Background: an optimization exercise with open tools, aiming at small area and a short achievable clock period. Do not read the settings as production practice.
Only simulation tests tie the RTL to the original design; equivalence was not proved.
No activity file was given, so power comes from the tool's default toggle rates.

`flow/design.v`:
```
module CPU(
    clk,
    rst_n,
    in_valid,
    instruction,
    out_valid,
    instruction_fail,
    out_0,
    out_1,
    out_2,
    out_3,
    out_4,
    out_5
);
input clk;
input rst_n;
input in_valid;
input [31:0] instruction;
output logic out_valid, instruction_fail;
output logic [15:0] out_0, out_1, out_2, out_3, out_4, out_5;
typedef enum logic [2:0] { 
    ADD, MULT, LS, RS, RELU, LRELU, ADDI, IDLE
} op_t;
op_t op;
logic [2:0] des_1, des_2, des_3;
logic [5:0] shamt;
logic signed [15:0] rs, rt;
logic [15:0] imm, ans, out;
logic signed [15:0][10:0] out_m;
logic  flag, shift, shift_2;
always_ff @(posedge clk or negedge rst_n) begin
    if (!rst_n) begin
        op <= IDLE;
        imm <= 0;
        des_1 <= 6;
        shamt <= 0;
        flag <= 0;
    end
    else if(in_valid) begin
        if(instruction[31:26] == 6'b001000) begin
            op <= ADDI;
            imm <= instruction[15:0];
            case (instruction[25:21])  
                5'b10001: rs <= out_0;
                5'b10010: rs <= out_1;
                5'b01000: rs <= out_2;
                5'b10111: rs <= out_3;
                5'b11111: rs <= out_4;
                5'b10000: rs <= out_5;
            endcase
            case (instruction[20:16])  
                5'b10001: des_1 <= 0;
                5'b10010: des_1 <= 1;
                5'b01000: des_1 <= 2;
                5'b10111: des_1 <= 3;
                5'b11111: des_1 <= 4;
                5'b10000: des_1 <= 5;
            endcase
        end
        else if(instruction[31:26] == 6'b0) begin
            case (instruction[5:0])  
                6'b100000: begin
                    op <= ADD;
                    flag <= 0;
                end
                6'b011000: begin
                    op <= MULT;
                    flag <= 0;
                end
                6'b000000: begin
                    op <= LS;
                    flag <= 0;
                end
                6'b000010: begin
                    op <= RS;
                    flag <= 0;
                end
                6'b110001: begin
                    op <= RELU;
                    flag <= 0;
                end
                6'b110010: begin
                    op <= LRELU;
                    flag <= 0;
                end
                default: begin
                    op <= IDLE;
                    des_1 <= 7;
                    flag <= 1;
                end
            endcase
            case (instruction[25:21])  
                5'b10001: rs <= out_0;
                5'b10010: rs <= out_1;
                5'b01000: rs <= out_2;
                5'b10111: rs <= out_3;
                5'b11111: rs <= out_4;
                5'b10000: rs <= out_5;
            endcase
            case (instruction[20:16])  
                5'b10001: rt <= out_0;
                5'b10010: rt <= out_1;
                5'b01000: rt <= out_2;
                5'b10111: rt <= out_3;
                5'b11111: rt <= out_4;
                5'b10000: rt <= out_5;
            endcase
            case (instruction[15:11])  
                5'b10001: des_1 <= 0;
                5'b10010: des_1 <= 1;
                5'b01000: des_1 <= 2;
                5'b10111: des_1 <= 3;
                5'b11111: des_1 <= 4;
                5'b10000: des_1 <= 5;
            endcase
            shamt <= instruction[10:6];
        end
        else begin
            op <= IDLE;
            flag <= 1;
        end
    end
    else begin
        op <= IDLE;
        flag <= 0;
    end
end
always_ff @(posedge clk or negedge rst_n) begin
    if (!rst_n) begin
        des_2 <= 6;
    end
    else begin
        case (op)
            IDLE: begin
                shift <= 0;
                if (flag)
                    des_2 <= 7;
                else
                    des_2 <= 6;
            end
            ADD: begin
                shift <= 0;
                out <= rs + rt;
                des_2 <= des_1;
            end
            MULT: begin
                shift <= 1;
                des_2 <= des_1;
                out_m[0] <= $signed({1'b0, rs[3:0]}) * $signed({1'b0, rt[3:0]});
                out_m[1] <= $signed({1'b0, rs[7:4]}) * $signed({1'b0, rt[3:0]});
                out_m[2] <= $signed({1'b0, rs[11:8]}) * $signed({1'b0, rt[3:0]});
                out_m[3] <= $signed(rs[15:12]) * $signed({1'b0, rt[3:0]});
                out_m[4] <= $signed({1'b0, rs[3:0]}) * $signed({1'b0, rt[7:4]});
                out_m[5] <= $signed({1'b0, rs[7:4]}) * $signed({1'b0, rt[7:4]});
                out_m[6] <= $signed({1'b0, rs[11:8]}) * $signed({1'b0, rt[7:4]});
                out_m[7] <= $signed(rs[15:12]) * $signed({1'b0, rt[7:4]});
                out_m[8] <= $signed({1'b0, rs[3:0]}) * $signed({1'b0, rt[11:8]});
                out_m[9] <= $signed({1'b0, rs[7:4]}) * $signed({1'b0, rt[11:8]});
                out_m[10] <= $signed({1'b0, rs[11:8]}) * $signed({1'b0, rt[11:8]});
                out_m[11] <= $signed(rs[15:12]) * $signed({1'b0, rt[11:8]});
                out_m[12] <= $signed({1'b0, rs[3:0]}) * $signed(rt[15:12]);
                out_m[13] <= $signed({1'b0, rs[7:4]}) * $signed(rt[15:12]);
                out_m[14] <= $signed({1'b0, rs[11:8]}) * $signed(rt[15:12]);
                out_m[15] <= $signed(rs[15:12]) * $signed(rt[15:12]);
            end
            LS: begin
                shift <= 0;
                out <= rt << shamt;
                des_2 <= des_1;
            end
            RS: begin
                shift <= 0;
                out <= rt >>> shamt;
                des_2 <= des_1;
            end
            RELU: begin
                shift <= 0;
                des_2 <= des_1;
                if (!rt[15]) 
                    out <= rt;
                else
                    out <= 0;
            end
            LRELU: begin
                if (rt[15]) begin
                    shift <= 1;
                    des_2 <= des_1;
                    out_m[0] <= $signed({1'b0, rs[3:0]}) * $signed({1'b0, rt[3:0]});
                    out_m[1] <= $signed({1'b0, rs[7:4]}) * $signed({1'b0, rt[3:0]});
                    out_m[2] <= $signed({1'b0, rs[11:8]}) * $signed({1'b0, rt[3:0]});
                    out_m[3] <= $signed(rs[15:12]) * $signed({1'b0, rt[3:0]});
                    out_m[4] <= $signed({1'b0, rs[3:0]}) * $signed({1'b0, rt[7:4]});
                    out_m[5] <= $signed({1'b0, rs[7:4]}) * $signed({1'b0, rt[7:4]});
                    out_m[6] <= $signed({1'b0, rs[11:8]}) * $signed({1'b0, rt[7:4]});
                    out_m[7] <= $signed(rs[15:12]) * $signed({1'b0, rt[7:4]});
                    out_m[8] <= $signed({1'b0, rs[3:0]}) * $signed({1'b0, rt[11:8]});
                    out_m[9] <= $signed({1'b0, rs[7:4]}) * $signed({1'b0, rt[11:8]});
                    out_m[10] <= $signed({1'b0, rs[11:8]}) * $signed({1'b0, rt[11:8]});
                    out_m[11] <= $signed(rs[15:12]) * $signed({1'b0, rt[11:8]});
                    out_m[12] <= $signed({1'b0, rs[3:0]}) * $signed(rt[15:12]);
                    out_m[13] <= $signed({1'b0, rs[7:4]}) * $signed(rt[15:12]);
                    out_m[14] <= $signed({1'b0, rs[11:8]}) * $signed(rt[15:12]);
                    out_m[15] <= $signed(rs[15:12]) * $signed(rt[15:12]);
                end
                else begin
                    shift <= 0;
                    out <= rt;
                    des_2 <= des_1;
                end
            end
            ADDI: begin
                shift <= 0;
                out <= rs + imm;
                des_2 <= des_1;
            end
        endcase
    end
end
logic signed [30:0] wb_0, wb_1, wb_2, wb_3, wb_4, wb_5, wb_6;
always_ff @(posedge clk or negedge rst_n) begin
    if (!rst_n) begin
        des_3 <= 6;
    end
    else begin
        if (shift) begin
            wb_0 <= out_m[0];
            wb_1 <= (out_m[1] + out_m[4]) << 4;
            wb_2 <= (out_m[2] + out_m[5] + out_m[8]) << 8;
            wb_3 <= $signed(out_m[3] + out_m[6] + out_m[9] + out_m[12]) << 12;
            wb_4 <= $signed(out_m[7] + out_m[10] + out_m[13]) << 16;
            wb_5 <= $signed(out_m[11] + out_m[14]) << 20;
            wb_6 <= $signed(out_m[15]) << 24;
        end
        else begin
            wb_0 <= out;
        end
        des_3 <= des_2;
        shift_2 <= shift;
    end
end
logic signed [30:0] sum1, sum2, sum3;
logic signed [15:0] wb;
always_ff @(posedge clk or negedge rst_n) begin
    if (!rst_n) begin
        out_0 <= 0;
        out_1 <= 0;
        out_2 <= 0;
        out_3 <= 0;
        out_4 <= 0;
        out_5 <= 0;
        out_valid <= 0;
        instruction_fail <= 0;
    end
    else begin
        if (des_3 == 6) begin
            out_valid <= 0;
            instruction_fail <= 0;
            out_0 <= 0;
            out_1 <= 0;
            out_2 <= 0;
            out_3 <= 0;
            out_4 <= 0;
            out_5 <= 0;
        end
        else if (des_3 == 7) begin
            out_valid <= 1;
            instruction_fail <= 1;
        end
        else begin
            out_valid <= 1;
            instruction_fail <= 0;
            case (des_3)
                0: out_0 <= wb;
                1: out_1 <= wb;
                2: out_2 <= wb;
                3: out_3 <= wb;
                4: out_4 <= wb;
                5: out_5 <= wb;
            endcase
        end
    end
end
always_comb begin
    sum1 = wb_0 + wb_1 + wb_2;
    sum2 = wb_3 + wb_4;
    sum3 = wb_5 + wb_6;
    if (shift_2) begin
        wb = (sum1 + sum2 + sum3) >>> 15;
    end
    else 
        wb = wb_0;
end
endmodule
```
`flow/run.sh`:
```
#!/bin/bash
# synth_recipe.tcl (not shown) runs the flow's synth.tcl, then flattens the netlist and writes it again
# the make line also repeats each setting of config.mk as NAME=value (left out here)
make -C /OpenROAD-flow-scripts/flow DESIGN_CONFIG=/design/flow/config.mk WORK_HOME=/design/flow/orfs CLKGATE_MAP_FILE= SYNTH_SCRIPT=/design/flow/synth_recipe.tcl finish
```
`flow/config.mk`:
```
export PLATFORM = sky130hd
export DESIGN_NAME = CPU
export DESIGN_NICKNAME = CPU
export VERILOG_FILES = /design/flow/design.v
export SDC_FILE = /design/flow/constraint.sdc
export NUM_CORES = 4
export LEC_CHECK = 0
export CAP_MARGIN = 20
export CORE_MARGIN = 2
export CORE_UTILIZATION = 40
export SLEW_MARGIN = 20
```
`flow/constraint.sdc`:
```
create_clock -name core_clock -period 4.5 [get_ports {clk}]
set_input_delay 0.9000 -clock core_clock [delete_from_list [all_inputs] [get_ports {clk}]]
set_output_delay 0.9000 -clock core_clock [all_outputs]
set_load 0.01 [all_outputs]
```
==> flow_summary.toml <==
[outcome]
status = "finished clean"

[power_and_ir_drop]
power_density_nw_per_um2 = 270
vdd_drop_max_v = 0.000242
p_total_w = 0.00931
leakagePower_nw = 15.4

[route]
drc = 0
wl_per_cell_um = 23.0
via_per_inst = 5.63
vias = 23100
drt_wl_total_um = 94400
ant_nets = 0
drt_iter0_markers = 1977
first_pass_iters = 6

[global_routing]
grt_first_pass_wirelength_um = 144000
met2_usage_pct = 39.9
grt_use_met1_pct = 32.6
overflow = 0
busiest_layer = "met2"
grt_use_total_pct = 24.3
grt_max_degree = 51
grt_antenna_before_repair = 7
use_met3_pct = 3.08
grt_pass1_vias = 23400

[worst_setup_path]
cp-startpoint = "wb_3[22]$_DFFE_PP_"
r2r_end = "out_3[13]$_DFFE_PN0P_"
crit_type = "reg -> reg"
arrival_ns = 4.47
regToRegStartpoint = "wb_3[22]$_DFFE_PP_"
start_kind = "register"
critical_path_required_ns = 4.95
end_kind = "register"
critPathCapture = "out_3[13]$_DFFE_PN0P_"
reg2reg_depth = 13
r2r_setup_slack_ns = 0.49
crit_fanout = 11

[timing]
hold_viol = 0
rsz0062_at_grt = "no"
finalSetupViolCount = 0
fin_crit_sh_pct = 89.2
relSlewSlack_pct = 31.2
clock.fmax_ghz = 0.249
worstMarginPinSlew_ns = 1.03
drv_slew = 0
period_needed_ns = 4.01
fin_ws_ns = 0.487
whs_ns = 0.191
clock_skew_ns = 0.0368

[logic_synthesis]
ys_async_sr_fraction_pct = 33.8
syn_avg_cell_area_sq_um = 10.2
ys_types = 86
synthFlopType = "edfxtp_1"
syn_inst = 2969
synth-edff-count = 258
synth_fp_nets = 3485
synth_area_sq_um = 30200
synth_seq_cells = 390
ys_warn_count = 1
ys_seq_area_share_pct = 36.7

[cts]
cts_made_buffers = 45
clk_latency_ns = 0.60
clock_path_buffers = 3
cts_hold_buf = 0
cts_max_level = 2
root_buffer = "clkbuf_16"
cts_sinks = 390
cts.clk_slew.worst_paths_ns = 0.06
postCtsSetupBuffers = 0
cts_tree = "built"
cts_resized = 0

[placed_design]
dpl.hpwl_um = 70600
pre_cts_slack_ns = 0.485
placed_area_sq_um = 32900
port_buffers = 132
gp_routability_congestion = 0.919

[final_layout]
nets = 3613
n_fill_cell = 6864
area_growth_pct = 14.3
drive_above_1_share_pct = 8.87
fin_area_sq_um = 34500
final_util_pct = 46.2

[flow_run]
max_cap_violations = 0

[die]
die_y_um = 279
die_w_um = 279
rows = 100
boundaryPins = 133
core_area_sq_um = 74600
die_area_sq_um = 77600
start_util_pct = 40.4

[hold_path]
holdCritPathClass = "in -> async"
==> cell usage in the layout, fill, tap and decap left out, types with 40 or more instances in the layout <==
master and n:
a21o_1 55, a21oi_1 193, a221oi_1 40, and2_1 132
buf_4 94, clkbuf_16 46, clkdlybuf4s50_1 131, dfrtp_1 123
edfxtp_1 258, fa_1 140, ha_1 341, inv_1 327
mux2_2 56, mux2i_1 62, nand2_1 231, nand2b_1 44
nor2_1 162, o21ai_0 131, xnor2_1 97
==> cells in the mapped netlist (30+ instances only) <==
| cell | count | share of area (%) |
|---|---|---|
| dfrtp_1 | 123 | 10 |
| a21o_1 | 55 | 1.4 |
| nor3_1 | 33 | 0.55 |
| and2_1 | 133 | 2.8 |
| a221oi_1 | 40 | 1.2 |
| o21ai_0 | 131 | 2.2 |
| clkbuf_1 | 134 | 1.7 |
| xor2_1 | 35 | 1.0 |
| nor2_1 | 162 | 2.0 |
| mux2_2 | 56 | 2.1 |
| edfxtp_1 | 258 | 26 |
| nand2_1 | 231 | 2.9 |
| nand2b_1 | 45 | 0.93 |
| a21oi_1 | 193 | 3.2 |
| inv_1 | 328 | 4.1 |
| mux2i_1 | 62 | 2.1 |
| ha_1 | 341 | 14 |
| xnor2_1 | 97 | 2.8 |
| fa_1 | 140 | 9.3 |
| o21bai_1 | 30 | 0.75 |
==> state kept, by name, summed over array words and instances (netlist names), 16 cells and up <==
register	count
out_1	16
out_5	16
out	16
wb_0	16
out_3	16
out_2	16
rs	16
out_0	16
out_4	16
imm	16
rt	16
out_m	133
==> layer usage <==
layer	wire (um)	vias to the layer above
li1	-	10600
met3	5940	204
met4	4250	2
met1	40500	11500
met2	43700	846
met5	14	-
==> worst max-delay path, stage by stage, from the launching register on <==
cell	delay, ns
edfxtp_1	0.49
inv_1	0.36
fa_1	0.47
inv_1	0.09
fa_1	0.42
ha_1	0.49
and4_1	0.28
and3_1	0.23
and3_1	0.17
a41oi_1	0.04
o21ai_1	0.16
o21ai_1	0.12
a31oi_2	0.41
o31ai_1	0.14
==> stage by stage <==
stage	instances	setup TNS (ns)
final	4104	0
after global routing	4103	0
after CTS	4103	0
after detailed placement	4019	0
after global placement	4018	0
after floorplan	2969	-140.02
==> cell families (layout without fill, tap and decap cells) <==
kind of cell	Yosys count	in the layout	synth area share, %
muxes	128	128	4.73
DFF	390	390	36.7
xor gates and xnor gates	132	132	3.83
other	0	1	0
buffers and inverters	477	642	5.97
adders and majority gates	481	481	23.4
and+or+nand+nor	717	717	11.5
AOI/OAI and AO/OA	644	644	13.8
==> power by group <==
part | internal [W] | switching [W] | total, W
Sequential | 0.00393 | 0.000149 | 0.00408
Clock | 0.00228 | 0.00156 | 0.00384
Combinational | 0.000556 | 0.000828 | 0.00138
==> worst min path at each step <==
stage                                       to  slack [ns]  cells past startpoint
finish              instruction_fail$_DFF_PN0_        0.19                      1
global route        instruction_fail$_DFF_PN0_        0.21                      1
CTS                 instruction_fail$_DFF_PN0_        0.18                      1
detailed placement          des_3[0]$_DFF_PN0_        0.34                      0
global placement            des_3[0]$_DFF_PN0_        0.34                      0
floorplan                   des_3[0]$_DFF_PN0_        0.33                      0
==> layout make-up <==
cell class / instances / area [sq um] / area share (%)
diodes: 1 / 2.50 / 0.00726
clock buffers: 60 / 1230 / 3.58
clock inverters: 24 / 298 / 0.864
inverters: 329 / 1240 / 3.59
multi-input cells: 2102 / 17300 / 50.3
flip-flops and latches: 390 / 11100 / 32.1
well taps: 969 / 1210 / 3.52
repair buffers: 229 / 2090 / 6.06

[afterwards: timing with drivers on the ports]
How much do the figures lean on ideal ports? The routed layout below was timed once more, with nothing changed but the port constraints.
Step 1 (the two cells are an assumption about what drives the block):
set clk [get_ports {clk}]
set_driving_cell -lib_cell sky130_fd_sc_hd__clkbuf_16 $clk
set_driving_cell -lib_cell sky130_fd_sc_hd__buf_2 [delete_from_list [all_inputs] $clk]
Step 2 moves the port delays by t, midway between the first and last clock arrival at a register: inputs arrive t later, outputs are due t later. That takes back most of the time a late clock gives input paths.
Three values: ideal ports, drivers, drivers and shift; two values: the first two.
shift t [ns]: 0.648
setup slack, ns: 0.487 / 0.487 / 0.487
cell pins on the clock port's net: 1
After both steps this run still meets setup and hold. The setup slack of this run moves by 0.000 ns with the drivers and by 0.000 ns with both steps.
